This design comes from an exercise in tuning for small area and a short achievable clock period on the open sky130 flow, not from production work.
No functional check of the RTL was part of any run shown here.

==> flow/design.v (outline; a module is shown in full before it is edited, if it fits) <==
// module wallace_tree_multiplier: 1104 lines
// module mul_fa: 4 lines
// module mul_ha: 4 lines
module wallace_tree_multiplier (
    input  logic        clk,
    input  logic        reset,
    input  logic [31:0] multiplicand,
    input  logic [31:0] multiplier,
    output logic [63:0] product,
    output logic        overflow
);
  // ...
==> flow/run.sh <==
#!/bin/bash
# synth_recipe.tcl (not shown) runs the flow's synth.tcl, then flattens the netlist and writes it again
# the make line also repeats each setting of config.mk as NAME=value (left out here)
make -C /OpenROAD-flow-scripts/flow DESIGN_CONFIG=/design/flow/config.mk WORK_HOME=/design/flow/orfs CLKGATE_MAP_FILE= SYNTH_SCRIPT=/design/flow/synth_recipe.tcl finish
==> flow/config.mk <==
export PLATFORM = sky130hd
export DESIGN_NAME = wallace_tree_multiplier
export DESIGN_NICKNAME = wallace_tree_multiplier
export VERILOG_FILES = /design/flow/design.v
export SDC_FILE = /design/flow/constraint.sdc
export NUM_CORES = 4
export LEC_CHECK = 0
export ABC_AREA = 1
export CAP_MARGIN = 20
export CORE_MARGIN = 2
export CORE_UTILIZATION = 40
export SETUP_SLACK_MARGIN = 5
export SLEW_MARGIN = 20
export SYNTH_HIERARCHICAL = 1
==> flow/constraint.sdc <==
create_clock -name core_clock -period 13.5 [get_ports {clk}]
set_input_delay 2.7000 -clock core_clock [delete_from_list [all_inputs] [get_ports {clk}]]
set_output_delay 2.7000 -clock core_clock [all_outputs]
set_load 0.01 [all_outputs]
==> results.yml, run 1 <==
final_layout:
  inverters: 198
  layout_common_cells: "xor2_1 (515), o22ai_1 (464), fa_1 (351)"
  seq_cells: 65
  fin_util: 0.5043
  top_register: "product"
  fin_area_mm2: 0.02965
  area_dominant_class: "multi-input combinational cells"
worst_setup_path:
  required_ns: 13.79
  timing.rr.end: "overflow"
  crit_start: "multiplier[17]"
  cp-endpoint: "product[40]"
  endpoint_kind: "register"
  cp_common_cell: "fa_1"
  critPathMaxStageDelay_ns: 0.61
synth:
  ys_types: 37
  synth_area_leaders: "fa_1 (37%), xor2_1 (19%), o22ai_1 (13%)"
  muxShareOfSynthArea: 0
  synth_edf_count: 0
  ys_warn_count: 7
  synth_compound_area_frac: 0.1564
  synth_area_leader_cell: "fa_1"
  syn-num-nets: 3227
  ys_seq_elements: 65
grt:
  grt_pass1_vias: 23220
  grt_use_met2: 0.4842
  busiest_layer: "met2"
  grt_pass1_wl_mm: 145.2
place:
  dpl-instance-area_mm2: 0.02550
timing:
  final.min_clock_period_ns: 8.419
  timing.setup.tns_ns: 0
  hold_viol: 0
  setup_ws_ns: 5.081
  slew_headroom: 0.2099
  worst_slew_pin_slew_ns: 1.174
  rsz0062_at_grt: "yes"
floorplan:
  row_count: 89
min_path:
  whs_path_depth: 2
  min_to: "overflow"
outcome:
  status: "timing/DRC/antenna clean"
==> run 2, diff against run 1 <==
--- a/flow/design.v
+++ b/flow/design.v
@@ -20,17 +20,17 @@
     logic [32:0] pp8;
     logic [32:0] pp9;
     logic [32:0] pp10;
     logic [32:0] pp11;
     logic [32:0] pp12;
     logic [32:0] pp13;
     logic [32:0] pp14;
     logic [32:0] pp15;
-    logic s1, c2, s3, c4, s5, c6, s7, c8, s9, c10, s11, c12, s13, c14, s15, c16, s17, c18, s19, c20, s21, c22, s23, c24, s25, c26, s27, c28, s29, c30, s31, c32, s33, c34, s35, c36, s37, c38, s39, c40, s41, c42, s43, c44, s45, c46, s47, c48, s49, c50, s51, c52, s53, c54, s55, c56, s57, c58, s59, c60, s61, c62, s63, c64, s65, c66, s67, c68, s69, c70, s71, c72, s73, c74, s75, c76, s77, c78, s79, c80, s81, c82, s83, c84, s85, c86, s87, c88, s89, c90, s91, c92, s93, c94, s95, c96, s97, c98, s99, c100, s101, c102, s103, c104, s105, c106, s107, c108, s109, c110, s111, c112, s113, c114, s115, c116, s117, c118, s119, c120, s121, c122, s123, c124, s125, c126, s127, c128, s129, c130, s131, c132, s133, c134, s135, c136, s137, c138, s139, c140, s141, c142, s143, c144, s145, c146, s147, c148, s149, c150, s151, c152, s153, c154, s155, c156, s157, c158, s159, c160, s161, c162, s163, c164, s165, c166, s167, c168, s169, c170, s171, c172, s173, c174, s175, c176, s177, c178, s179, c180, s181, c182, s183, c184, s185, c186, s187, c188, s189, c190, s191, c192, s193, c194, s195, c196, s197, c198, s199, c200, s201, c202, s203, c204, s205, c206, s207, c208, s209, c210, s211, c212, s213, c214, s215, c216, s217, c218, s219, c220, s221, c222, s223, c224, s225, c226, s227, c228, s229, c230, s231, c232, s233, c234, s235, c236, s237, c238, s239, c240, s241, c242, s243, c244, s245, c246, s247, c248, s249, c250, s251, c252, s253, c254, s255, c256, s257, c258, s259, c260, s261, c262, s263, c264, s265, c266, s267, c268, s269, c270, s271, c272, s273, c274, s275, c276, s277, c278, s279, c280, s281, c282, s283, c284, s285, c286, s287, c288, s289, c290, s291, c292, s293, c294, s295, c296, s297, c298, s299, c300, s301, c302, s303, c304, s305, c306, s307, c308, s309, c310, s311, c312, s313, c314, s315, c316, s317, c318, s319, c320, s321, c322, s323, c324, s325, c326, s327, c328, s329, c330, s331, c332, s333, c334, s335, c336, s337, c338, s339, c340, s341, c342, s343, c344, s345, c346, s347, c348, s349, c350, s351, c352, s353, c354, s355, c356, s357, c358, s359, c360, s361, c362, s363, c364, s365, c366, s367, c368, s369, c370, s371, c372, s373, c374, s375, c376, s377, c378, s379, c380, s381, c382, s383, c384, s385, c386, s387, c388, s389, c390, s391, c392, s393, c394, s395, c396, s397, c398, s399, c400, s401, c402, s403, c404, s405, c406, s407, c408, s409, c410, s411, c412, s413, c414, s415, c416, s417, c418, s419, c420, s421, c422, s423, c424, s425, c426, s427, c428, s429, c430, s431, c432, s433, c434, s435, c436, s437, c438, s439, c440, s441, c442, s443, c444, s445, c446, s447, c448, s449, c450, s451, c452, s453, c454, s455, c456, s457, c458, s459, c460, s461, c462, s463, c464, s465, c466, s467, c468, s469, c470, s471, c472, s473, c474, s475, c476, s477, c478, s479, c480, s481, c482, s483, c484, s485, c486, s487, c488, s489, c490, s491, c492, s493, c494, s495, c496, s497, c498, s499, c500, s501, c502, s503, c504, s505, c506, s507, c508, s509, c510, s511, c512, s513, c514, s515, c516, s517, c518, s519, c520, s521, c522, s523, c524, s525, c526, s527, c528, s529, c530, s531, c532, s533, c534, s535, c536, s537, c538, s539, c540, s541, c542, s543, c544, s545, c546, s547, c548, s549, c550, s551, c552, s553, c554, s555, c556, s557, c558, s559, c560, s561, c562, s563, c564, s565, c566, s567, c568, s569, c570, s571, c572, s573, c574, s575, c576, s577, c578, s579, c580, s581, c582, s583, c584, s585, c586, s587, c588, s589, c590, s591, c592, s593, c594, s595, c596, s597, c598, s599, c600, s601, c602, s603, c604, s605, c606, s607, c608, s609, c610, s611, c612, s613, c614, s615, c616, s617, c618, s619, c620, s621, c622, s623, c624, s625, c626, s627, c628, s629, c630, s631, c632, s633, c634, s635, c636, s637, c638, s639, c640, s641, c642, s643, c644, s645, c646, s647, c648, s649, c650, s651, c652, s653, c654, s655, c656, s657, c658, s659, c660, s661, c662, s663, c664, s665, c666, s667, c668, s669, c670, s671, c672, s673, c674, s675, c676, s677, c678, s679, c680, s681, c682, s683, c684, s685, c686, s687, c688, s689, c690, s691, c692, s693, c694, s695, c696, s697, c698, s699, c700, s701, c702, s703, c704, s705, c706, s707, c708, s709, c710, s711, c712, s713, c714, s715, c716, s717, c718, s719, c720, s721, c722, s723, c724, s725, c726, s727, c728, s729, c730, s731, c732, s733, c734, s735, c736, s737, c738, s739, c740, s741, c742, s743, c744, s745, c746, s747, c748, s749, c750, s751, c752, s753, c754, s755, c756, s757, c758, s759, c760, s761, c762, s763, c764, s765, c766, s767, c768, s769, c770, s771, c772, s773, c774, s775, c776, s777, c778, s779, c780, s781, c782, s783, c784, s785, c786, s787, c788, s789, c790, s791, c792, s793, c794, s795, c796, s797, c798, s799, c800, s801, c802, s803, c804, s805, c806, s807, c808, s809, c810, s811, c812, s813, c814, s815, c816, s817, c818, s819, c820, s821, c822, s823, c824, s825, c826, s827, c828, s829, c830, s831, c832, s833, c834, s835, c836, s837, c838, s839, c840, s841, c842, s843, c844, s845, c846, s847, c848, s849, c850, s851, c852, s853, c854, s855, c856, s857, c858, s859, c860, s861, c862, s863, c864, s865, c866, s867, c868, s869, c870, s871, c872, s873, c874, s875, c876, s877, c878, s879, c880, s881, c882, s883, c884, s885, c886, s887, c888, s889, c890, s891, c892, s893, c894, s895, c896, s897, c898, s899, c900, s901, c902, s903, c904, s905, c906, s907, c908, s909, c910, s911, c912, s913, c914, s915, c916, s917, c918, s919, c920, s921, c922, s923, c924, s925, c926, s927, c928, s929, c930, s931, c932, s933, c934, s935, c936, s937, c938, s939, c940, s941, c942, s943, c944, s945, c946, s947, c948, s949, c950, s951, c952, s953, c954, s955, c956, s957, c958, s959, c960, s961, c962, g963, p964, g965, p966, g967, p968, g969, p970, g971, p972, g973, p974, g975, p976, g977, p978, g979, p980, g981, p982, g983, p984, g985, p986, g987, p988, g989, p990, g991, p992, g993, p994, g995, p996, g997, p998, g999, p1000, g1001, p1002, g1003, p1004, g1005, p1006, g1007, p1008, g1009, p1010, g1011, p1012, g1013, p1014, g1015, p1016, g1017, p1018, g1019, p1020, g1021, p1022, g1023, p1024, g1025, p1026, g1027, p1028, g1029, p1030, g1031, p1032, g1033, p1034, g1035, p1036, g1037, p1038, g1039, p1040, g1041, p1042, g1043, p1044, g1045, p1046, g1047, p1048, g1049, p1050, g1051, p1052, g1053, p1054, g1055, p1056, g1057, p1058, g1059, p1060, g1061, p1062, g1063, p1064, g1065, p1066, g1067, p1068, g1069, p1070, g1071, p1072, g1073, p1074, g1075, p1076, g1077, p1078, g1079, p1080, g1081, p1082, g1083, p1084, rc1085, rc1086, rc1087, rc1088, rc1089, rc1090, rc1091, g1092, G1093, P1094, G1095, P1096, G1097, P1098, G1099, P1100, G1101, P1102, G1103, P1104, G1105, P1106, G1107, P1108, G1109, P1110, G1111, P1112, G1113, P1114, G1115, P1116, G1117, P1118, G1119, P1120, G1121, P1122, G1123, P1124, G1125, P1126, G1127, P1128, G1129, P1130, G1131, P1132, G1133, P1134, G1135, P1136, G1137, P1138, G1139, P1140, G1141, P1142, G1143, P1144, G1145, P1146, G1147, P1148, G1149, P1150, G1151, P1152, G1153, P1154, G1155, P1156, G1157, P1158, G1159, P1160, G1161, P1162, G1163, P1164, G1165, P1166, G1167, P1168, G1169, P1170, G1171, P1172, G1173, P1174, G1175, P1176, G1177, P1178, G1179, P1180, G1181, P1182, G1183, P1184, G1185, P1186, G1187, P1188, G1189, P1190, G1191, P1192, G1193, P1194, G1195, P1196, G1197, P1198, G1199, P1200, G1201, P1202, G1203, P1204, G1205, P1206, G1207, P1208, G1209, P1210, G1211, P1212, G1213, P1214, G1215, P1216, G1217, P1218, G1219, P1220, G1221, P1222, G1223, P1224, G1225, P1226, G1227, P1228, G1229, P1230, G1231, P1232, G1233, P1234, G1235, P1236, G1237, P1238, G1239, P1240, G1241, P1242, G1243, P1244, G1245, P1246, G1247, P1248, G1249, P1250, G1251, P1252, G1253, P1254, G1255, P1256, G1257, P1258, G1259, P1260, G1261, P1262, G1263, P1264, G1265, P1266, G1267, P1268, G1269, P1270, G1271, P1272, G1273, P1274, G1275, P1276, G1277, P1278, G1279, P1280, G1281, P1282, G1283, P1284, G1285, P1286, G1287, P1288, G1289, P1290, G1291, P1292, G1293, P1294, G1295, P1296, G1297, P1298, G1299, P1300, G1301, P1302, G1303, P1304, G1305, P1306, G1307, P1308, G1309, P1310, G1311, P1312, G1313, P1314, G1315, P1316, G1317, P1318, G1319, P1320, G1321, P1322, G1323, P1324, G1325, P1326, G1327, P1328, G1329, P1330, G1331, P1332, G1333, P1334, G1335, P1336, G1337, P1338, G1339, P1340, G1341, P1342, G1343, P1344, G1345, P1346, G1347, P1348, G1349, P1350, G1351, P1352, G1353, P1354, G1355, P1356, G1357, P1358, G1359, P1360, G1361, P1362, G1363, P1364, G1365, P1366, G1367, P1368, G1369, P1370, G1371, P1372, G1373, P1374, G1375, P1376, G1377, P1378, G1379, P1380, G1381, P1382, G1383, P1384, G1385, P1386, G1387, P1388, G1389, P1390, G1391, P1392, G1393, P1394, G1395, P1396, G1397, P1398, G1399, P1400, G1401, P1402, G1403, P1404;
+    logic s1, c2, s3, c4, s5, c6, s7, c8, s9, c10, s11, c12, s13, c14, s15, c16, s17, c18, s19, c20, s21, c22, s23, c24, s25, c26, s27, c28, s29, c30, s31, c32, s33, c34, s35, c36, s37, c38, s39, c40, s41, c42, s43, c44, s45, c46, s47, c48, s49, c50, s51, c52, s53, c54, s55, c56, s57, c58, s59, c60, s61, c62, s63, c64, s65, c66, s67, c68, s69, c70, s71, c72, s73, c74, s75, c76, s77, c78, s79, c80, s81, c82, s83, c84, s85, c86, s87, c88, s89, c90, s91, c92, s93, c94, s95, c96, s97, c98, s99, c100, s101, c102, s103, c104, s105, c106, s107, c108, s109, c110, s111, c112, s113, c114, s115, c116, s117, c118, s119, c120, s121, c122, s123, c124, s125, c126, s127, c128, s129, c130, s131, c132, s133, c134, s135, c136, s137, c138, s139, c140, s141, c142, s143, c144, s145, c146, s147, c148, s149, c150, s151, c152, s153, c154, s155, c156, s157, c158, s159, c160, s161, c162, s163, c164, s165, c166, s167, c168, s169, c170, s171, c172, s173, c174, s175, c176, s177, c178, s179, c180, s181, c182, s183, c184, s185, c186, s187, c188, s189, c190, s191, c192, s193, c194, s195, c196, s197, c198, s199, c200, s201, c202, s203, c204, s205, c206, s207, c208, s209, c210, s211, c212, s213, c214, s215, c216, s217, c218, s219, c220, s221, c222, s223, c224, s225, c226, s227, c228, s229, c230, s231, c232, s233, c234, s235, c236, s237, c238, s239, c240, s241, c242, s243, c244, s245, c246, s247, c248, s249, c250, s251, c252, s253, c254, s255, c256, s257, c258, s259, c260, s261, c262, s263, c264, s265, c266, s267, c268, s269, c270, s271, c272, s273, c274, s275, c276, s277, c278, s279, c280, s281, c282, s283, c284, s285, c286, s287, c288, s289, c290, s291, c292, s293, c294, s295, c296, s297, c298, s299, c300, s301, c302, s303, c304, s305, c306, s307, c308, s309, c310, s311, c312, s313, c314, s315, c316, s317, c318, s319, c320, s321, c322, s323, c324, s325, c326, s327, c328, s329, c330, s331, c332, s333, c334, s335, c336, s337, c338, s339, c340, s341, c342, s343, c344, s345, c346, s347, c348, s349, c350, s351, c352, s353, c354, s355, c356, s357, c358, s359, c360, s361, c362, s363, c364, s365, c366, s367, c368, s369, c370, s371, c372, s373, c374, s375, c376, s377, c378, s379, c380, s381, c382, s383, c384, s385, c386, s387, c388, s389, c390, s391, c392, s393, c394, s395, c396, s397, c398, s399, c400, s401, c402, s403, c404, s405, c406, s407, c408, s409, c410, s411, c412, s413, c414, s415, c416, s417, c418, s419, c420, s421, c422, s423, c424, s425, c426, s427, c428, s429, c430, s431, c432, s433, c434, s435, c436, s437, c438, s439, c440, s441, c442, s443, c444, s445, c446, s447, c448, s449, c450, s451, c452, s453, c454, s455, c456, s457, c458, s459, c460, s461, c462, s463, c464, s465, c466, s467, c468, s469, c470, s471, c472, s473, c474, s475, c476, s477, c478, s479, c480, s481, c482, s483, c484, s485, c486, s487, c488, s489, c490, s491, c492, s493, c494, s495, c496, s497, c498, s499, c500, s501, c502, s503, c504, s505, c506, s507, c508, s509, c510, s511, c512, s513, c514, s515, c516, s517, c518, s519, c520, s521, c522, s523, c524, s525, c526, s527, c528, s529, c530, s531, c532, s533, c534, s535, c536, s537, c538, s539, c540, s541, c542, s543, c544, s545, c546, s547, c548, s549, c550, s551, c552, s553, c554, s555, c556, s557, c558, s559, c560, s561, c562, s563, c564, s565, c566, s567, c568, s569, c570, s571, c572, s573, c574, s575, c576, s577, c578, s579, c580, s581, c582, s583, c584, s585, c586, s587, c588, s589, c590, s591, c592, s593, c594, s595, c596, s597, c598, s599, c600, s601, c602, s603, c604, s605, c606, s607, c608, s609, c610, s611, c612, s613, c614, s615, c616, s617, c618, s619, c620, s621, c622, s623, c624, s625, c626, s627, c628, s629, c630, s631, c632, s633, c634, s635, c636, s637, c638, s639, c640, s641, c642, s643, c644, s645, c646, s647, c648, s649, c650, s651, c652, s653, c654, s655, c656, s657, c658, s659, c660, s661, c662, s663, c664, s665, c666, s667, c668, s669, c670, s671, c672, s673, c674, s675, c676, s677, c678, s679, c680, s681, c682, s683, c684, s685, c686, s687, c688, s689, c690, s691, c692, s693, c694, s695, c696, s697, c698, s699, c700, s701, c702, s703, c704, s705, c706, s707, c708, s709, c710, s711, c712, s713, c714, s715, c716, s717, c718, s719, c720, s721, c722, s723, c724, s725, c726, s727, c728, s729, c730, s731, c732, s733, c734, s735, c736, s737, c738, s739, c740, s741, c742, s743, c744, s745, c746, s747, c748, s749, c750, s751, c752, s753, c754, s755, c756, s757, c758, s759, c760, s761, c762, s763, c764, s765, c766, s767, c768, s769, c770, s771, c772, s773, c774, s775, c776, s777, c778, s779, c780, s781, c782, s783, c784, s785, c786, s787, c788, s789, c790, s791, c792, s793, c794, s795, c796, s797, c798, s799, c800, s801, c802, s803, c804, s805, c806, s807, c808, s809, c810, s811, c812, s813, c814, s815, c816, s817, c818, s819, c820, s821, c822, s823, c824, s825, c826, s827, c828, s829, c830, s831, c832, s833, c834, s835, c836, s837, c838, s839, c840, s841, c842, s843, c844, s845, c846, s847, c848, s849, c850, s851, c852, s853, c854, s855, c856, s857, c858, s859, c860, s861, c862, s863, c864, s865, c866, s867, c868, s869, c870, s871, c872, s873, c874, s875, c876, s877, c878, s879, c880, s881, c882, s883, c884, s885, c886, s887, c888, s889, c890, s891, c892, s893, c894, s895, c896, s897, c898, s899, c900, s901, c902, s903, c904, s905, c906, s907, c908, s909, c910, s911, c912, s913, c914, s915, c916, s917, c918, s919, c920, s921, c922, s923, c924, s925, c926, s927, c928, s929, c930, s931, c932, s933, c934, s935, c936, s937, c938, s939, c940, s941, c942, s943, c944, s945, c946, s947, c948, s949, c950, s951, c952, s953, c954, s955, c956, s957, c958, s959, c960, s961, c962, g963, p964, g965, p966, g967, p968, g969, p970, g971, p972, g973, p974, g975, p976, g977, p978, g979, p980, g981, p982, g983, p984, g985, p986, g987, p988, g989, p990, g991, p992, g993, p994, g995, p996, g997, p998, g999, p1000, g1001, p1002, g1003, p1004, g1005, p1006, g1007, p1008, g1009, p1010, g1011, p1012, g1013, p1014, g1015, p1016, g1017, p1018, g1019, p1020, g1021, p1022, g1023, p1024, g1025, p1026, g1027, p1028, g1029, p1030, g1031, p1032, g1033, p1034, g1035, p1036, g1037, p1038, g1039, p1040, g1041, p1042, g1043, p1044, g1045, p1046, g1047, p1048, g1049, p1050, g1051, p1052, g1053, p1054, g1055, p1056, g1057, p1058, g1059, p1060, g1061, p1062, g1063, p1064, g1065, p1066, g1067, p1068, g1069, p1070, g1071, p1072, g1073, p1074, g1075, p1076, g1077, p1078, g1079, p1080, g1081, p1082, g1083, p1084, G1085, P1086, G1087, P1088, G1089, P1090, G1091, P1092, G1093, P1094, G1095, P1096, G1097, P1098, G1099, P1100, G1101, P1102, G1103, P1104, G1105, P1106, G1107, P1108, G1109, P1110, G1111, P1112, G1113, P1114, G1115, P1116, G1117, P1118, G1119, P1120, G1121, P1122, G1123, P1124, G1125, P1126, G1127, P1128, G1129, P1130, G1131, P1132, G1133, P1134, G1135, P1136, G1137, P1138, G1139, P1140, G1141, P1142, G1143, P1144, G1145, P1146, G1147, P1148, G1149, P1150, G1151, P1152, G1153, P1154, G1155, P1156, G1157, P1158, G1159, P1160, G1161, P1162, G1163, P1164, G1165, P1166, G1167, P1168, G1169, P1170, G1171, P1172, G1173, P1174, G1175, P1176, G1177, P1178, G1179, P1180, G1181, P1182, G1183, P1184, G1185, P1186, G1187, P1188, G1189, P1190, G1191, P1192, G1193, P1194, G1195, P1196, G1197, P1198, G1199, P1200, G1201, P1202, G1203, P1204, G1205, P1206, G1207, P1208, G1209, P1210, G1211, P1212, G1213, P1214, G1215, P1216, G1217, P1218, G1219, P1220, G1221, P1222, G1223, P1224, G1225, P1226, G1227, P1228, G1229, P1230, G1231, P1232, G1233, P1234, G1235, P1236, G1237, P1238, G1239, P1240, G1241, P1242, G1243, P1244, G1245, P1246, G1247, P1248, G1249, P1250, G1251, P1252, G1253, P1254, G1255, P1256, G1257, P1258, G1259, P1260, G1261, P1262, G1263, P1264, G1265, P1266, G1267, P1268, G1269, P1270, G1271, P1272, G1273, P1274, G1275, P1276, G1277, P1278, G1279, P1280, G1281, P1282, G1283, P1284, G1285, P1286, G1287, P1288, G1289, P1290, G1291, P1292, G1293, P1294, G1295, P1296, G1297, P1298, G1299, P1300, G1301, P1302, G1303, P1304, G1305, P1306, G1307, P1308, G1309, P1310, G1311, P1312, G1313, P1314, G1315, P1316, G1317, P1318, G1319, P1320, G1321, P1322, G1323, P1324;
     logic [63:0] sum;
     assign one[0] = multiplier[0] ^ 1'b0;
     assign two[0] = (multiplier[1] & ~multiplier[0] & ~1'b0) | (~multiplier[1] & multiplier[0] & 1'b0);
     assign neg[0] = multiplier[1];
     assign one[1] = multiplier[2] ^ multiplier[1];
     assign two[1] = (multiplier[3] & ~multiplier[2] & ~multiplier[1]) | (~multiplier[3] & multiplier[2] & multiplier[1]);
     assign neg[1] = multiplier[3];
     assign one[2] = multiplier[4] ^ multiplier[3];
@@ -703,25 +703,25 @@
     assign g1077 = c950 & s953;
     assign p1078 = c950 ^ s953;
     assign g1079 = s957 & c954;
     assign p1080 = s957 ^ c954;
     assign g1081 = c958 & s959;
     assign p1082 = c958 ^ s959;
     assign g1083 = ~pp15[32] & c962;
     assign p1084 = ~pp15[32] ^ c962;
-    assign rc1085 = 1'b0 | (pp0[1] & g963);
-    assign rc1086 = g965 | (p966 & rc1085);
-    assign rc1087 = g967 | (p968 & rc1086);
-    assign rc1088 = g969 | (p970 & rc1087);
-    assign rc1089 = g971 | (p972 & rc1088);
-    assign rc1090 = g973 | (p974 & rc1089);
-    assign rc1091 = g975 | (p976 & rc1090);
-    assign g1092 = g977 | (p978 & rc1091);
-    assign G1093 = g979 | (p980 & g1092);
+    assign G1085 = 1'b0 | (pp0[1] & g963);
+    assign P1086 = pp0[1] & p964;
+    assign G1087 = g967 | (p968 & g965);
+    assign P1088 = p968 & p966;
+    assign G1089 = g971 | (p972 & g969);
+    assign P1090 = p972 & p970;
+    assign G1091 = g975 | (p976 & g973);
+    assign P1092 = p976 & p974;
+    assign G1093 = g979 | (p980 & g977);
     assign P1094 = p980 & p978;
     assign G1095 = g983 | (p984 & g981);
     assign P1096 = p984 & p982;
     assign G1097 = g987 | (p988 & g985);
     assign P1098 = p988 & p986;
     assign G1099 = g991 | (p992 & g989);
     assign P1100 = p992 & p990;
     assign G1101 = g995 | (p996 & g993);
@@ -767,336 +767,256 @@
     assign G1141 = g1075 | (p1076 & g1073);
     assign P1142 = p1076 & p1074;
     assign G1143 = g1079 | (p1080 & g1077);
     assign P1144 = p1080 & p1078;
     assign G1145 = 1'b0 | (s961 & g1081);
     assign P1146 = s961 & p1082;
     assign G1147 = 1'b0 | (1'b1 & g1083);
     assign P1148 = 1'b1 & p1084;
-    assign G1149 = g981 | (p982 & G1093);
-    assign P1150 = p982 & P1094;
-    assign G1151 = G1095 | (P1096 & G1093);
-    assign P1152 = P1096 & P1094;
-    assign G1153 = g989 | (p990 & G1097);
-    assign P1154 = p990 & P1098;
+    assign G1149 = G1087 | (P1088 & G1085);
+    assign P1150 = P1088 & P1086;
+    assign G1151 = G1091 | (P1092 & G1089);
+    assign P1152 = P1092 & P1090;
+    assign G1153 = G1095 | (P1096 & G1093);
+    assign P1154 = P1096 & P1094;
     assign G1155 = G1099 | (P1100 & G1097);
     assign P1156 = P1100 & P1098;
-    assign G1157 = g997 | (p998 & G1101);
-    assign P1158 = p998 & P1102;
-    assign G1159 = G1103 | (P1104 & G1101);
-    assign P1160 = P1104 & P1102;
-    assign G1161 = g1005 | (p1006 & G1105);
-    assign P1162 = p1006 & P1106;
-    assign G1163 = G1107 | (P1108 & G1105);
-    assign P1164 = P1108 & P1106;
-    assign G1165 = g1013 | (p1014 & G1109);
-    assign P1166 = p1014 & P1110;
-    assign G1167 = G1111 | (P1112 & G1109);
-    assign P1168 = P1112 & P1110;
-    assign G1169 = g1021 | (p1022 & G1113);
-    assign P1170 = p1022 & P1114;
-    assign G1171 = G1115 | (P1116 & G1113);
-    assign P1172 = P1116 & P1114;
-    assign G1173 = g1029 | (p1030 & G1117);
-    assign P1174 = p1030 & P1118;
-    assign G1175 = G1119 | (P1120 & G1117);
-    assign P1176 = P1120 & P1118;
-    assign G1177 = g1037 | (p1038 & G1121);
-    assign P1178 = p1038 & P1122;
-    assign G1179 = G1123 | (P1124 & G1121);
-    assign P1180 = P1124 & P1122;
-    assign G1181 = g1045 | (p1046 & G1125);
-    assign P1182 = p1046 & P1126;
-    assign G1183 = G1127 | (P1128 & G1125);
-    assign P1184 = P1128 & P1126;
-    assign G1185 = g1053 | (p1054 & G1129);
-    assign P1186 = p1054 & P1130;
-    assign G1187 = G1131 | (P1132 & G1129);
-    assign P1188 = P1132 & P1130;
-    assign G1189 = g1061 | (p1062 & G1133);
-    assign P1190 = p1062 & P1134;
-    assign G1191 = G1135 | (P1136 & G1133);
-    assign P1192 = P1136 & P1134;
-    assign G1193 = g1069 | (p1070 & G1137);
-    assign P1194 = p1070 & P1138;
-    assign G1195 = G1139 | (P1140 & G1137);
-    assign P1196 = P1140 & P1138;
-    assign G1197 = g1077 | (p1078 & G1141);
-    assign P1198 = p1078 & P1142;
-    assign G1199 = G1143 | (P1144 & G1141);
-    assign P1200 = P1144 & P1142;
-    assign G1201 = g1083 | (p1084 & G1145);
-    assign P1202 = p1084 & P1146;
-    assign G1203 = G1147 | (P1148 & G1145);
-    assign P1204 = P1148 & P1146;
-    assign G1205 = g985 | (p986 & G1151);
-    assign P1206 = p986 & P1152;
-    assign G1207 = G1097 | (P1098 & G1151);
-    assign P1208 = P1098 & P1152;
-    assign G1209 = G1153 | (P1154 & G1151);
-    assign P1210 = P1154 & P1152;
-    assign G1211 = G1155 | (P1156 & G1151);
-    assign P1212 = P1156 & P1152;
-    assign G1213 = g1001 | (p1002 & G1159);
-    assign P1214 = p1002 & P1160;
-    assign G1215 = G1105 | (P1106 & G1159);
-    assign P1216 = P1106 & P1160;
-    assign G1217 = G1161 | (P1162 & G1159);
-    assign P1218 = P1162 & P1160;
-    assign G1219 = G1163 | (P1164 & G1159);
-    assign P1220 = P1164 & P1160;
-    assign G1221 = g1017 | (p1018 & G1167);
-    assign P1222 = p1018 & P1168;
-    assign G1223 = G1113 | (P1114 & G1167);
-    assign P1224 = P1114 & P1168;
-    assign G1225 = G1169 | (P1170 & G1167);
-    assign P1226 = P1170 & P1168;
-    assign G1227 = G1171 | (P1172 & G1167);
-    assign P1228 = P1172 & P1168;
-    assign G1229 = g1033 | (p1034 & G1175);
-    assign P1230 = p1034 & P1176;
-    assign G1231 = G1121 | (P1122 & G1175);
-    assign P1232 = P1122 & P1176;
-    assign G1233 = G1177 | (P1178 & G1175);
-    assign P1234 = P1178 & P1176;
-    assign G1235 = G1179 | (P1180 & G1175);
-    assign P1236 = P1180 & P1176;
-    assign G1237 = g1049 | (p1050 & G1183);
-    assign P1238 = p1050 & P1184;
-    assign G1239 = G1129 | (P1130 & G1183);
-    assign P1240 = P1130 & P1184;
-    assign G1241 = G1185 | (P1186 & G1183);
-    assign P1242 = P1186 & P1184;
-    assign G1243 = G1187 | (P1188 & G1183);
-    assign P1244 = P1188 & P1184;
-    assign G1245 = g1065 | (p1066 & G1191);
-    assign P1246 = p1066 & P1192;
-    assign G1247 = G1137 | (P1138 & G1191);
-    assign P1248 = P1138 & P1192;
-    assign G1249 = G1193 | (P1194 & G1191);
-    assign P1250 = P1194 & P1192;
-    assign G1251 = G1195 | (P1196 & G1191);
-    assign P1252 = P1196 & P1192;
-    assign G1253 = g1081 | (p1082 & G1199);
-    assign P1254 = p1082 & P1200;
-    assign G1255 = G1145 | (P1146 & G1199);
-    assign P1256 = P1146 & P1200;
-    assign G1257 = G1201 | (P1202 & G1199);
-    assign P1258 = P1202 & P1200;
-    assign G1259 = G1203 | (P1204 & G1199);
-    assign P1260 = P1204 & P1200;
-    assign G1261 = g993 | (p994 & G1211);
-    assign P1262 = p994 & P1212;
-    assign G1263 = G1101 | (P1102 & G1211);
-    assign P1264 = P1102 & P1212;
-    assign G1265 = G1157 | (P1158 & G1211);
-    assign P1266 = P1158 & P1212;
-    assign G1267 = G1159 | (P1160 & G1211);
-    assign P1268 = P1160 & P1212;
-    assign G1269 = G1213 | (P1214 & G1211);
-    assign P1270 = P1214 & P1212;
-    assign G1271 = G1215 | (P1216 & G1211);
-    assign P1272 = P1216 & P1212;
-    assign G1273 = G1217 | (P1218 & G1211);
-    assign P1274 = P1218 & P1212;
-    assign G1275 = G1219 | (P1220 & G1211);
-    assign P1276 = P1220 & P1212;
-    assign G1277 = g1025 | (p1026 & G1227);
-    assign P1278 = p1026 & P1228;
-    assign G1279 = G1117 | (P1118 & G1227);
-    assign P1280 = P1118 & P1228;
-    assign G1281 = G1173 | (P1174 & G1227);
-    assign P1282 = P1174 & P1228;
-    assign G1283 = G1175 | (P1176 & G1227);
-    assign P1284 = P1176 & P1228;
-    assign G1285 = G1229 | (P1230 & G1227);
-    assign P1286 = P1230 & P1228;
-    assign G1287 = G1231 | (P1232 & G1227);
-    assign P1288 = P1232 & P1228;
-    assign G1289 = G1233 | (P1234 & G1227);
-    assign P1290 = P1234 & P1228;
-    assign G1291 = G1235 | (P1236 & G1227);
-    assign P1292 = P1236 & P1228;
-    assign G1293 = g1057 | (p1058 & G1243);
-    assign P1294 = p1058 & P1244;
-    assign G1295 = G1133 | (P1134 & G1243);
-    assign P1296 = P1134 & P1244;
-    assign G1297 = G1189 | (P1190 & G1243);
-    assign P1298 = P1190 & P1244;
-    assign G1299 = G1191 | (P1192 & G1243);
-    assign P1300 = P1192 & P1244;
-    assign G1301 = G1245 | (P1246 & G1243);
-    assign P1302 = P1246 & P1244;
-    assign G1303 = G1247 | (P1248 & G1243);
-    assign P1304 = P1248 & P1244;
-    assign G1305 = G1249 | (P1250 & G1243);
-    assign P1306 = P1250 & P1244;
-    assign G1307 = G1251 | (P1252 & G1243);
-    assign P1308 = P1252 & P1244;
-    assign G1309 = g1009 | (p1010 & G1275);
-    assign P1310 = p1010 & P1276;
-    assign G1311 = G1109 | (P1110 & G1275);
-    assign P1312 = P1110 & P1276;
-    assign G1313 = G1165 | (P1166 & G1275);
-    assign P1314 = P1166 & P1276;
-    assign G1315 = G1167 | (P1168 & G1275);
-    assign P1316 = P1168 & P1276;
-    assign G1317 = G1221 | (P1222 & G1275);
-    assign P1318 = P1222 & P1276;
-    assign G1319 = G1223 | (P1224 & G1275);
-    assign P1320 = P1224 & P1276;
-    assign G1321 = G1225 | (P1226 & G1275);
-    assign P1322 = P1226 & P1276;
-    assign G1323 = G1227 | (P1228 & G1275);
-    assign P1324 = P1228 & P1276;
-    assign G1325 = G1277 | (P1278 & G1275);
-    assign P1326 = P1278 & P1276;
-    assign G1327 = G1279 | (P1280 & G1275);
-    assign P1328 = P1280 & P1276;
-    assign G1329 = G1281 | (P1282 & G1275);
-    assign P1330 = P1282 & P1276;
-    assign G1331 = G1283 | (P1284 & G1275);
-    assign P1332 = P1284 & P1276;
-    assign G1333 = G1285 | (P1286 & G1275);
-    assign P1334 = P1286 & P1276;
-    assign G1335 = G1287 | (P1288 & G1275);
-    assign P1336 = P1288 & P1276;
-    assign G1337 = G1289 | (P1290 & G1275);
-    assign P1338 = P1290 & P1276;
-    assign G1339 = G1291 | (P1292 & G1275);
-    assign P1340 = P1292 & P1276;
-    assign G1341 = g1073 | (p1074 & G1307);
-    assign P1342 = p1074 & P1308;
-    assign G1343 = G1141 | (P1142 & G1307);
-    assign P1344 = P1142 & P1308;
-    assign G1345 = G1197 | (P1198 & G1307);
-    assign P1346 = P1198 & P1308;
-    assign G1347 = G1199 | (P1200 & G1307);
-    assign P1348 = P1200 & P1308;
-    assign G1349 = G1253 | (P1254 & G1307);
-    assign P1350 = P1254 & P1308;
-    assign G1351 = G1255 | (P1256 & G1307);
-    assign P1352 = P1256 & P1308;
-    assign G1353 = G1257 | (P1258 & G1307);
-    assign P1354 = P1258 & P1308;
-    assign G1355 = G1259 | (P1260 & G1307);
-    assign P1356 = P1260 & P1308;
-    assign G1357 = g1041 | (p1042 & G1339);
-    assign P1358 = p1042 & P1340;
-    assign G1359 = G1125 | (P1126 & G1339);
-    assign P1360 = P1126 & P1340;
-    assign G1361 = G1181 | (P1182 & G1339);
-    assign P1362 = P1182 & P1340;
-    assign G1363 = G1183 | (P1184 & G1339);
-    assign P1364 = P1184 & P1340;
-    assign G1365 = G1237 | (P1238 & G1339);
-    assign P1366 = P1238 & P1340;
-    assign G1367 = G1239 | (P1240 & G1339);
-    assign P1368 = P1240 & P1340;
-    assign G1369 = G1241 | (P1242 & G1339);
-    assign P1370 = P1242 & P1340;
-    assign G1371 = G1243 | (P1244 & G1339);
-    assign P1372 = P1244 & P1340;
-    assign G1373 = G1293 | (P1294 & G1339);
-    assign P1374 = P1294 & P1340;
-    assign G1375 = G1295 | (P1296 & G1339);
-    assign P1376 = P1296 & P1340;
-    assign G1377 = G1297 | (P1298 & G1339);
-    assign P1378 = P1298 & P1340;
-    assign G1379 = G1299 | (P1300 & G1339);
-    assign P1380 = P1300 & P1340;
-    assign G1381 = G1301 | (P1302 & G1339);
-    assign P1382 = P1302 & P1340;
-    assign G1383 = G1303 | (P1304 & G1339);
-    assign P1384 = P1304 & P1340;
-    assign G1385 = G1305 | (P1306 & G1339);
-    assign P1386 = P1306 & P1340;
-    assign G1387 = G1307 | (P1308 & G1339);
-    assign P1388 = P1308 & P1340;
-    assign G1389 = G1341 | (P1342 & G1339);
-    assign P1390 = P1342 & P1340;
-    assign G1391 = G1343 | (P1344 & G1339);
-    assign P1392 = P1344 & P1340;
-    assign G1393 = G1345 | (P1346 & G1339);
-    assign P1394 = P1346 & P1340;
-    assign G1395 = G1347 | (P1348 & G1339);
-    assign P1396 = P1348 & P1340;
-    assign G1397 = G1349 | (P1350 & G1339);
-    assign P1398 = P1350 & P1340;
-    assign G1399 = G1351 | (P1352 & G1339);
-    assign P1400 = P1352 & P1340;
-    assign G1401 = G1353 | (P1354 & G1339);
-    assign P1402 = P1354 & P1340;
-    assign G1403 = G1355 | (P1356 & G1339);
-    assign P1404 = P1356 & P1340;
+    assign G1157 = G1103 | (P1104 & G1101);
+    assign P1158 = P1104 & P1102;
+    assign G1159 = G1107 | (P1108 & G1105);
+    assign P1160 = P1108 & P1106;
+    assign G1161 = G1111 | (P1112 & G1109);
+    assign P1162 = P1112 & P1110;
+    assign G1163 = G1115 | (P1116 & G1113);
+    assign P1164 = P1116 & P1114;
+    assign G1165 = G1119 | (P1120 & G1117);
+    assign P1166 = P1120 & P1118;
+    assign G1167 = G1123 | (P1124 & G1121);
+    assign P1168 = P1124 & P1122;
+    assign G1169 = G1127 | (P1128 & G1125);
+    assign P1170 = P1128 & P1126;
+    assign G1171 = G1131 | (P1132 & G1129);
+    assign P1172 = P1132 & P1130;
+    assign G1173 = G1135 | (P1136 & G1133);
+    assign P1174 = P1136 & P1134;
+    assign G1175 = G1139 | (P1140 & G1137);
+    assign P1176 = P1140 & P1138;
+    assign G1177 = G1143 | (P1144 & G1141);
+    assign P1178 = P1144 & P1142;
+    assign G1179 = G1147 | (P1148 & G1145);
+    assign P1180 = P1148 & P1146;
+    assign G1181 = G1151 | (P1152 & G1149);
+    assign P1182 = P1152 & P1150;
+    assign G1183 = G1155 | (P1156 & G1153);
+    assign P1184 = P1156 & P1154;
+    assign G1185 = G1159 | (P1160 & G1157);
+    assign P1186 = P1160 & P1158;
+    assign G1187 = G1163 | (P1164 & G1161);
+    assign P1188 = P1164 & P1162;
+    assign G1189 = G1167 | (P1168 & G1165);
+    assign P1190 = P1168 & P1166;
+    assign G1191 = G1171 | (P1172 & G1169);
+    assign P1192 = P1172 & P1170;
+    assign G1193 = G1175 | (P1176 & G1173);
+    assign P1194 = P1176 & P1174;
+    assign G1195 = G1179 | (P1180 & G1177);
+    assign P1196 = P1180 & P1178;
+    assign G1197 = G1183 | (P1184 & G1181);
+    assign P1198 = P1184 & P1182;
+    assign G1199 = G1187 | (P1188 & G1185);
+    assign P1200 = P1188 & P1186;
+    assign G1201 = G1191 | (P1192 & G1189);
+    assign P1202 = P1192 & P1190;
+    assign G1203 = G1195 | (P1196 & G1193);
+    assign P1204 = P1196 & P1194;
+    assign G1205 = G1199 | (P1200 & G1197);
+    assign P1206 = P1200 & P1198;
+    assign G1207 = G1203 | (P1204 & G1201);
+    assign P1208 = P1204 & P1202;
+    assign G1209 = G1207 | (P1208 & G1205);
+    assign P1210 = P1208 & P1206;
+    assign G1211 = G1201 | (P1202 & G1205);
+    assign P1212 = P1202 & P1206;
+    assign G1213 = G1185 | (P1186 & G1197);
+    assign P1214 = P1186 & P1198;
+    assign G1215 = G1189 | (P1190 & G1205);
+    assign P1216 = P1190 & P1206;
+    assign G1217 = G1193 | (P1194 & G1211);
+    assign P1218 = P1194 & P1212;
+    assign G1219 = G1153 | (P1154 & G1181);
+    assign P1220 = P1154 & P1182;
+    assign G1221 = G1157 | (P1158 & G1197);
+    assign P1222 = P1158 & P1198;
+    assign G1223 = G1161 | (P1162 & G1213);
+    assign P1224 = P1162 & P1214;
+    assign G1225 = G1165 | (P1166 & G1205);
+    assign P1226 = P1166 & P1206;
+    assign G1227 = G1169 | (P1170 & G1215);
+    assign P1228 = P1170 & P1216;
+    assign G1229 = G1173 | (P1174 & G1211);
+    assign P1230 = P1174 & P1212;
+    assign G1231 = G1177 | (P1178 & G1217);
+    assign P1232 = P1178 & P1218;
+    assign G1233 = G1089 | (P1090 & G1149);
+    assign P1234 = P1090 & P1150;
+    assign G1235 = G1093 | (P1094 & G1181);
+    assign P1236 = P1094 & P1182;
+    assign G1237 = G1097 | (P1098 & G1219);
+    assign P1238 = P1098 & P1220;
+    assign G1239 = G1101 | (P1102 & G1197);
+    assign P1240 = P1102 & P1198;
+    assign G1241 = G1105 | (P1106 & G1221);
+    assign P1242 = P1106 & P1222;
+    assign G1243 = G1109 | (P1110 & G1213);
+    assign P1244 = P1110 & P1214;
+    assign G1245 = G1113 | (P1114 & G1223);
+    assign P1246 = P1114 & P1224;
+    assign G1247 = G1117 | (P1118 & G1205);
+    assign P1248 = P1118 & P1206;
+    assign G1249 = G1121 | (P1122 & G1225);
+    assign P1250 = P1122 & P1226;
+    assign G1251 = G1125 | (P1126 & G1215);
+    assign P1252 = P1126 & P1216;
+    assign G1253 = G1129 | (P1130 & G1227);
+    assign P1254 = P1130 & P1228;
+    assign G1255 = G1133 | (P1134 & G1211);
+    assign P1256 = P1134 & P1212;
+    assign G1257 = G1137 | (P1138 & G1229);
+    assign P1258 = P1138 & P1230;
+    assign G1259 = G1141 | (P1142 & G1217);
+    assign P1260 = P1142 & P1218;
+    assign G1261 = G1145 | (P1146 & G1231);
+    assign P1262 = P1146 & P1232;
+    assign G1263 = g965 | (p966 & G1085);
+    assign P1264 = p966 & P1086;
+    assign G1265 = g969 | (p970 & G1149);
+    assign P1266 = p970 & P1150;
+    assign G1267 = g973 | (p974 & G1233);
+    assign P1268 = p974 & P1234;
+    assign G1269 = g977 | (p978 & G1181);
+    assign P1270 = p978 & P1182;
+    assign G1271 = g981 | (p982 & G1235);
+    assign P1272 = p982 & P1236;
+    assign G1273 = g985 | (p986 & G1219);
+    assign P1274 = p986 & P1220;
+    assign G1275 = g989 | (p990 & G1237);
+    assign P1276 = p990 & P1238;
+    assign G1277 = g993 | (p994 & G1197);
+    assign P1278 = p994 & P1198;
+    assign G1279 = g997 | (p998 & G1239);
+    assign P1280 = p998 & P1240;
+    assign G1281 = g1001 | (p1002 & G1221);
+    assign P1282 = p1002 & P1222;
+    assign G1283 = g1005 | (p1006 & G1241);
+    assign P1284 = p1006 & P1242;
+    assign G1285 = g1009 | (p1010 & G1213);
+    assign P1286 = p1010 & P1214;
+    assign G1287 = g1013 | (p1014 & G1243);
+    assign P1288 = p1014 & P1244;
+    assign G1289 = g1017 | (p1018 & G1223);
+    assign P1290 = p1018 & P1224;
+    assign G1291 = g1021 | (p1022 & G1245);
+    assign P1292 = p1022 & P1246;
+    assign G1293 = g1025 | (p1026 & G1205);
+    assign P1294 = p1026 & P1206;
+    assign G1295 = g1029 | (p1030 & G1247);
+    assign P1296 = p1030 & P1248;
+    assign G1297 = g1033 | (p1034 & G1225);
+    assign P1298 = p1034 & P1226;
+    assign G1299 = g1037 | (p1038 & G1249);
+    assign P1300 = p1038 & P1250;
+    assign G1301 = g1041 | (p1042 & G1215);
+    assign P1302 = p1042 & P1216;
+    assign G1303 = g1045 | (p1046 & G1251);
+    assign P1304 = p1046 & P1252;
+    assign G1305 = g1049 | (p1050 & G1227);
+    assign P1306 = p1050 & P1228;
+    assign G1307 = g1053 | (p1054 & G1253);
+    assign P1308 = p1054 & P1254;
+    assign G1309 = g1057 | (p1058 & G1211);
+    assign P1310 = p1058 & P1212;
+    assign G1311 = g1061 | (p1062 & G1255);
+    assign P1312 = p1062 & P1256;
+    assign G1313 = g1065 | (p1066 & G1229);
+    assign P1314 = p1066 & P1230;
+    assign G1315 = g1069 | (p1070 & G1257);
+    assign P1316 = p1070 & P1258;
+    assign G1317 = g1073 | (p1074 & G1217);
+    assign P1318 = p1074 & P1218;
+    assign G1319 = g1077 | (p1078 & G1259);
+    assign P1320 = p1078 & P1260;
+    assign G1321 = g1081 | (p1082 & G1231);
+    assign P1322 = p1082 & P1232;
+    assign G1323 = g1083 | (p1084 & G1261);
+    assign P1324 = p1084 & P1262;
     assign sum[0] = p964;
     assign sum[1] = pp0[1] ^ g963;
-    assign sum[2] = p966 ^ rc1085;
-    assign sum[3] = p968 ^ rc1086;
-    assign sum[4] = p970 ^ rc1087;
-    assign sum[5] = p972 ^ rc1088;
-    assign sum[6] = p974 ^ rc1089;
-    assign sum[7] = p976 ^ rc1090;
-    assign sum[8] = p978 ^ rc1091;
-    assign sum[9] = p980 ^ g1092;
-    assign sum[10] = p982 ^ G1093;
-    assign sum[11] = p984 ^ G1149;
-    assign sum[12] = p986 ^ G1151;
-    assign sum[13] = p988 ^ G1205;
-    assign sum[14] = p990 ^ G1207;
-    assign sum[15] = p992 ^ G1209;
-    assign sum[16] = p994 ^ G1211;
-    assign sum[17] = p996 ^ G1261;
-    assign sum[18] = p998 ^ G1263;
-    assign sum[19] = p1000 ^ G1265;
-    assign sum[20] = p1002 ^ G1267;
-    assign sum[21] = p1004 ^ G1269;
-    assign sum[22] = p1006 ^ G1271;
-    assign sum[23] = p1008 ^ G1273;
-    assign sum[24] = p1010 ^ G1275;
-    assign sum[25] = p1012 ^ G1309;
-    assign sum[26] = p1014 ^ G1311;
-    assign sum[27] = p1016 ^ G1313;
-    assign sum[28] = p1018 ^ G1315;
-    assign sum[29] = p1020 ^ G1317;
-    assign sum[30] = p1022 ^ G1319;
-    assign sum[31] = p1024 ^ G1321;
-    assign sum[32] = p1026 ^ G1323;
-    assign sum[33] = p1028 ^ G1325;
-    assign sum[34] = p1030 ^ G1327;
-    assign sum[35] = p1032 ^ G1329;
-    assign sum[36] = p1034 ^ G1331;
-    assign sum[37] = p1036 ^ G1333;
-    assign sum[38] = p1038 ^ G1335;
-    assign sum[39] = p1040 ^ G1337;
-    assign sum[40] = p1042 ^ G1339;
-    assign sum[41] = p1044 ^ G1357;
-    assign sum[42] = p1046 ^ G1359;
-    assign sum[43] = p1048 ^ G1361;
-    assign sum[44] = p1050 ^ G1363;
-    assign sum[45] = p1052 ^ G1365;
-    assign sum[46] = p1054 ^ G1367;
-    assign sum[47] = p1056 ^ G1369;
-    assign sum[48] = p1058 ^ G1371;
-    assign sum[49] = p1060 ^ G1373;
-    assign sum[50] = p1062 ^ G1375;
-    assign sum[51] = p1064 ^ G1377;
-    assign sum[52] = p1066 ^ G1379;
-    assign sum[53] = p1068 ^ G1381;
-    assign sum[54] = p1070 ^ G1383;
-    assign sum[55] = p1072 ^ G1385;
-    assign sum[56] = p1074 ^ G1387;
-    assign sum[57] = p1076 ^ G1389;
-    assign sum[58] = p1078 ^ G1391;
-    assign sum[59] = p1080 ^ G1393;
-    assign sum[60] = p1082 ^ G1395;
-    assign sum[61] = s961 ^ G1397;
-    assign sum[62] = p1084 ^ G1399;
-    assign sum[63] = 1'b1 ^ G1401;
+    assign sum[2] = p966 ^ G1085;
+    assign sum[3] = p968 ^ G1263;
+    assign sum[4] = p970 ^ G1149;
+    assign sum[5] = p972 ^ G1265;
+    assign sum[6] = p974 ^ G1233;
+    assign sum[7] = p976 ^ G1267;
+    assign sum[8] = p978 ^ G1181;
+    assign sum[9] = p980 ^ G1269;
+    assign sum[10] = p982 ^ G1235;
+    assign sum[11] = p984 ^ G1271;
+    assign sum[12] = p986 ^ G1219;
+    assign sum[13] = p988 ^ G1273;
+    assign sum[14] = p990 ^ G1237;
+    assign sum[15] = p992 ^ G1275;
+    assign sum[16] = p994 ^ G1197;
+    assign sum[17] = p996 ^ G1277;
+    assign sum[18] = p998 ^ G1239;
+    assign sum[19] = p1000 ^ G1279;
+    assign sum[20] = p1002 ^ G1221;
+    assign sum[21] = p1004 ^ G1281;
+    assign sum[22] = p1006 ^ G1241;
+    assign sum[23] = p1008 ^ G1283;
+    assign sum[24] = p1010 ^ G1213;
+    assign sum[25] = p1012 ^ G1285;
+    assign sum[26] = p1014 ^ G1243;
+    assign sum[27] = p1016 ^ G1287;
+    assign sum[28] = p1018 ^ G1223;
+    assign sum[29] = p1020 ^ G1289;
+    assign sum[30] = p1022 ^ G1245;
+    assign sum[31] = p1024 ^ G1291;
+    assign sum[32] = p1026 ^ G1205;
+    assign sum[33] = p1028 ^ G1293;
+    assign sum[34] = p1030 ^ G1247;
+    assign sum[35] = p1032 ^ G1295;
+    assign sum[36] = p1034 ^ G1225;
+    assign sum[37] = p1036 ^ G1297;
+    assign sum[38] = p1038 ^ G1249;
+    assign sum[39] = p1040 ^ G1299;
+    assign sum[40] = p1042 ^ G1215;
+    assign sum[41] = p1044 ^ G1301;
+    assign sum[42] = p1046 ^ G1251;
+    assign sum[43] = p1048 ^ G1303;
+    assign sum[44] = p1050 ^ G1227;
+    assign sum[45] = p1052 ^ G1305;
+    assign sum[46] = p1054 ^ G1253;
+    assign sum[47] = p1056 ^ G1307;
+    assign sum[48] = p1058 ^ G1211;
+    assign sum[49] = p1060 ^ G1309;
+    assign sum[50] = p1062 ^ G1255;
+    assign sum[51] = p1064 ^ G1311;
+    assign sum[52] = p1066 ^ G1229;
+    assign sum[53] = p1068 ^ G1313;
+    assign sum[54] = p1070 ^ G1257;
+    assign sum[55] = p1072 ^ G1315;
+    assign sum[56] = p1074 ^ G1217;
+    assign sum[57] = p1076 ^ G1317;
+    assign sum[58] = p1078 ^ G1259;
+    assign sum[59] = p1080 ^ G1319;
+    assign sum[60] = p1082 ^ G1231;
+    assign sum[61] = s961 ^ G1321;
+    assign sum[62] = p1084 ^ G1261;
+    assign sum[63] = 1'b1 ^ G1323;
     always_ff @(posedge clk or posedge reset) begin
         if (reset) begin
             product <= '0;
             overflow <= 1'b0;
         end else begin
             product <= sum;
             overflow <= (product[63] != product[62]) && (|product[61:0]);
         end
==> flow/flow/run.sh (new file) <==
#!/bin/bash
# Standard ORFS layout, with plain buf_1 cells as the port buffers (buffer_ports
# otherwise picks a delay-cell buffer for every port).
set -euo pipefail
export BUFFER_PORTS_ARGS="-buffer_cell sky130_fd_sc_hd__buf_1"
bash standard.sh > standard_flow.log 2>&1
==> flow/standard.sh (new file) <==
#!/bin/bash
# synth_recipe.tcl (not shown) runs the flow's synth.tcl, then flattens the netlist and writes it again
# the make line also repeats each setting of config.mk as NAME=value (left out here)
make -C /OpenROAD-flow-scripts/flow DESIGN_CONFIG=/design/flow/config.mk WORK_HOME=/design/flow/orfs CLKGATE_MAP_FILE= SYNTH_SCRIPT=/design/flow/synth_recipe.tcl "${@:-finish}"
removed: flow/run.sh
==> run 2 against run 1 <==
Effect of this change: die area down 1.8%; largest cell class unchanged; fmax fell by 2.9%; register-to-register slack worse by 0.53 ns; final area decreased by 2.2%; critical endpoint is now product[60]; first-iteration DRC count up 8.9%; worst setup slack got worse by 0.25 ns; global-route usage rose by 1.3 points; critical path depth shrank 2.
==> results.yml, run 2 <==
outcome:
  status: "timing/DRC/antenna clean"
synth:
  synth_area_leaders: "fa_1 (39%), xor2_1 (20%), o22ai_1 (13%)"
  synth_area_leader_cell: "fa_1"
  syn_area_mm2: 0.02327
  ys_seq_area_frac: 0.06990
  ys_warn_count: 7
  syn-num-nets: 3040
  ys_types: 38
  synth_edf_count: 0
  yosysTopAreaCellShare: 0.3897
  synth_common_cells: "xor2_1 (532), o22ai_1 (495), fa_1 (453)"
  ys_seq_elements: 65
  synth_ff_type: "dfrtp_1"
  synth.most_common_cell: "xor2_1"
  synth-async-reset-ratio: 1.000
  syn_area_per_cell_um2: 9.692
  synth_cells: 2401
timing:
  rsz0062_at_grt: "yes"
  skew_ns: 0.01304
  finalSetupViolations: 0
  hold-worst-slack_ns: 0.5602
  hold_viol: 0
  fmax_mhz: 115.4
  slew_headroom: 0.3026
  final.min_clock_period_ns: 8.669
  worst_slew_pin_slew_ns: 1.036
  fin_crit_sh: 0.6421
  timing.setup.tns_ns: 0
  drv_slew: 0
final_layout:
  largest_register_ffs: 64
  fin_util: 0.5036
  reg.largest.list: "product (64), overflow (1)"
  fin_area_mm2: 0.02900
  final_layout_size_suffix_gt1_frac: 0.2293
  top_register: "product"
  layout_commonest_cell: "xor2_1"
  syn_to_final_growth_pct: 24.62
  antennaDiodeCount: 0
  post_layout_nonfiller_instances: 3290
  finalNetCount: 3159
  layout_common_cells: "xor2_1 (517), o22ai_1 (464), fa_1 (356)"
  fill_cells: 5057
drt:
  drc: 0
  wl_per_cell_um: 30.66
  via_per_inst: 6.678
  drt-total-wl_mm: 100.9
  drt_iter0_drc: 3166
  vias: 21970
  ant_nets: 0
  dr.pass1.iters: 6
flow_run:
  maxCapViolCount: 0
worst_setup_path:
  endpoint_kind: "register"
  required_ns: 13.80
  crit_fanout: 16
  cp_data_arrival_time_ns: 8.97
  cp_num_buf_inv: 5
  crit_chain: "buf_8 -> clkinvlp_4 -> o21ai_4 -> bufbuf_16 -> o22ai_2 -> xor2_2 -> fa_1 -> fa_2 -> fa_1 -> fa_1 -> fa_1 -> fa_2 -> ha_4 -> nand4_1 -> nor4_4 -> nand2_4 -> nand2_4 -> nand2_4 -> nand2_4 -> nand2_2 -> nand2_2 -> inv_1 -> fa_2 -> inv_1"
  critical_path.top_delay_family: "adder cells"
  crit_start: "multiplier[13]"
  critPathKind: "primary input to register"
  slowest_stage: "fa_1"
  critPathMaxStageDelay_ns: 0.59
  worst_r2r_startpoint: "product[14]"
  startpoint_type: "primary input"
place:
  dpl-instance-area_mm2: 0.02436
  io_buffers: 130
  hpwlAfterDp_mm: 57.84
  place_congestion: 0.9270
  place_inst: 3115
floorplan:
  core-area_mm2: 0.05759
  die_w_um: 245.2
  start_util: 0.4041
  row_count: 88
  die_height_um: 245.2
  dieArea_mm2: 0.06012
  boundaryPins: 131
min_path:
  hp-class: "register to register"
  worstHoldStart: "product[62]"
clocking:
  cts_root_buffer: "clkbuf_16"
  cts.sinks: 65
  insertion_delay_ns: 0.40
  hold_buffers: 0
  clkTransAtPathRegs_ns: 0.07
  htree_levels: 3
  cts_tree: "built"
  cts_buffers: 9
  cts.path.max_buffers: 2
grt:
  grt_pass1_wl_mm: 148.0
  grt_pass1_vias: 23430
  grt_usage: 0.3333
  grt_start_max_net_pins: 38
  gr-total-overflow: 0
  antenna_found_initial: 0
run 2: changes by cell type after synthesis, sizes merged, moves of 10 or more:
cell   change
a21oi     -23
nor2      -22
nand3     -23
fa        +18
inv       -41
nand2    -133
nor3      -10
run 2: modules after synthesis (local to each module, per instance):
| module | cells | flops+latches | area, µm² |
|---|---|---|---|
| mul_fa | 1 | 0 | 20.02 |
| wallace_tree_multiplier | 1934 | 65 | 14260 |
| mul_ha | 1 | 0 | 12.51 |
run 2: worst min-delay path: stages, from the launching register on:
cell and delay (ns):
dfrtp_1 0.37, xnor2_1 0.12, nor2_1 0.04
run 2: area by class of cell:
type | instances | area, µm² | area share
Multi-Input combinational cell | 1926 | 21420 | 0.7386
Timing Repair Buffer | 362 | 4011 | 0.1383
Sequential cell | 65 | 1627 | 0.05609
Inverter | 155 | 635.6 | 0.02192
Timing Repair inverter | 1 | 5.005 | 0.0001726
Clock inverter | 6 | 115.1 | 0.003969
Tap cell | 765 | 957.2 | 0.03301
Clock buffer | 10 | 229.0 | 0.007895
run 2: through the flow:
stage	setup WS (ns)
4_1_cts	4.887
5_1_grt	4.666
3_5_place_dp	2.828
3_3_place_gp	2.964
6_report	4.831
2_1_floorplan	5.001
run 2: per-layer routing:
layer	GRT usage	vias up	wire length (µm)
li1	-	8412	-
met1	0.3853	10870	33970
met2	0.5013	2028	44400
met3	0.1297	663	13590
met4	0.2450	2	8755
met5	0	-	147
run 2: timing repair:
action                                  in CTS  in global routing
endpoints found under the setup margin      48                 38
pin swaps                                   61                 91
cloned                                      38                  2
hold endpoints to repair                     0                  0
gates resized for setup                    300                164
buffers inserted                            86                 33
run 2: cells by family (layout without fill, tap and decap cells):
kind of cell    count (synthesis)  after routing  synth area share
compound gates                580            581            0.1557
fa+ha+maj                     573            573            0.4542
xor+xnor                      542            542            0.2040
buf+inv                       412            534           0.07103
simple gates                  229            230           0.04516
flops                          65             65           0.06990
run 2: final timing paths:
check / end / cells past startpoint / slack, ns
hold reg to reg: overflow / 2 / 0.56
hold / removal: overflow / 2 / 0.56
setup reg to reg: overflow / 4 / 10.73
max in group asynchronous: product[42] / 3 / 10.20
setup / recovery: product[60] / 24 / 4.83
min in group asynchronous: product[27] / 2 / 2.30

==> re-timing with driven ports <==
The results above use ideal ports. As a check the final layouts listed here were re-extracted and re-timed, cells and wires unchanged.
Step 1: set_driving_cell puts a clkbuf_16 on clk and a buf_2 on each other input, an assumption about the parent block.
Step 2 also shifts input and output timing later by t, the mid clock arrival at the registers, as if the neighbouring blocks saw the same clock.
Slacks: no drivers / after step 1 / after step 2; pairs: no drivers / after step 1.
run	shift t [ns]	slack for setup (ns)	hold slack, ns	worst data-port slew with drivers (ns)
run 1	0.446	5.081 / 5.086 / 4.641	0.577 / 0.577 / 0.577	0.09
run 2	0.453	4.831 / 4.834 / 4.381	0.560 / 0.560 / 0.560	0.07
After both steps setup and hold are still met in every run listed. For run 2, which loses most, drivers alone change the setup slack by +0.003 ns; drivers and shift together by -0.450 ns.
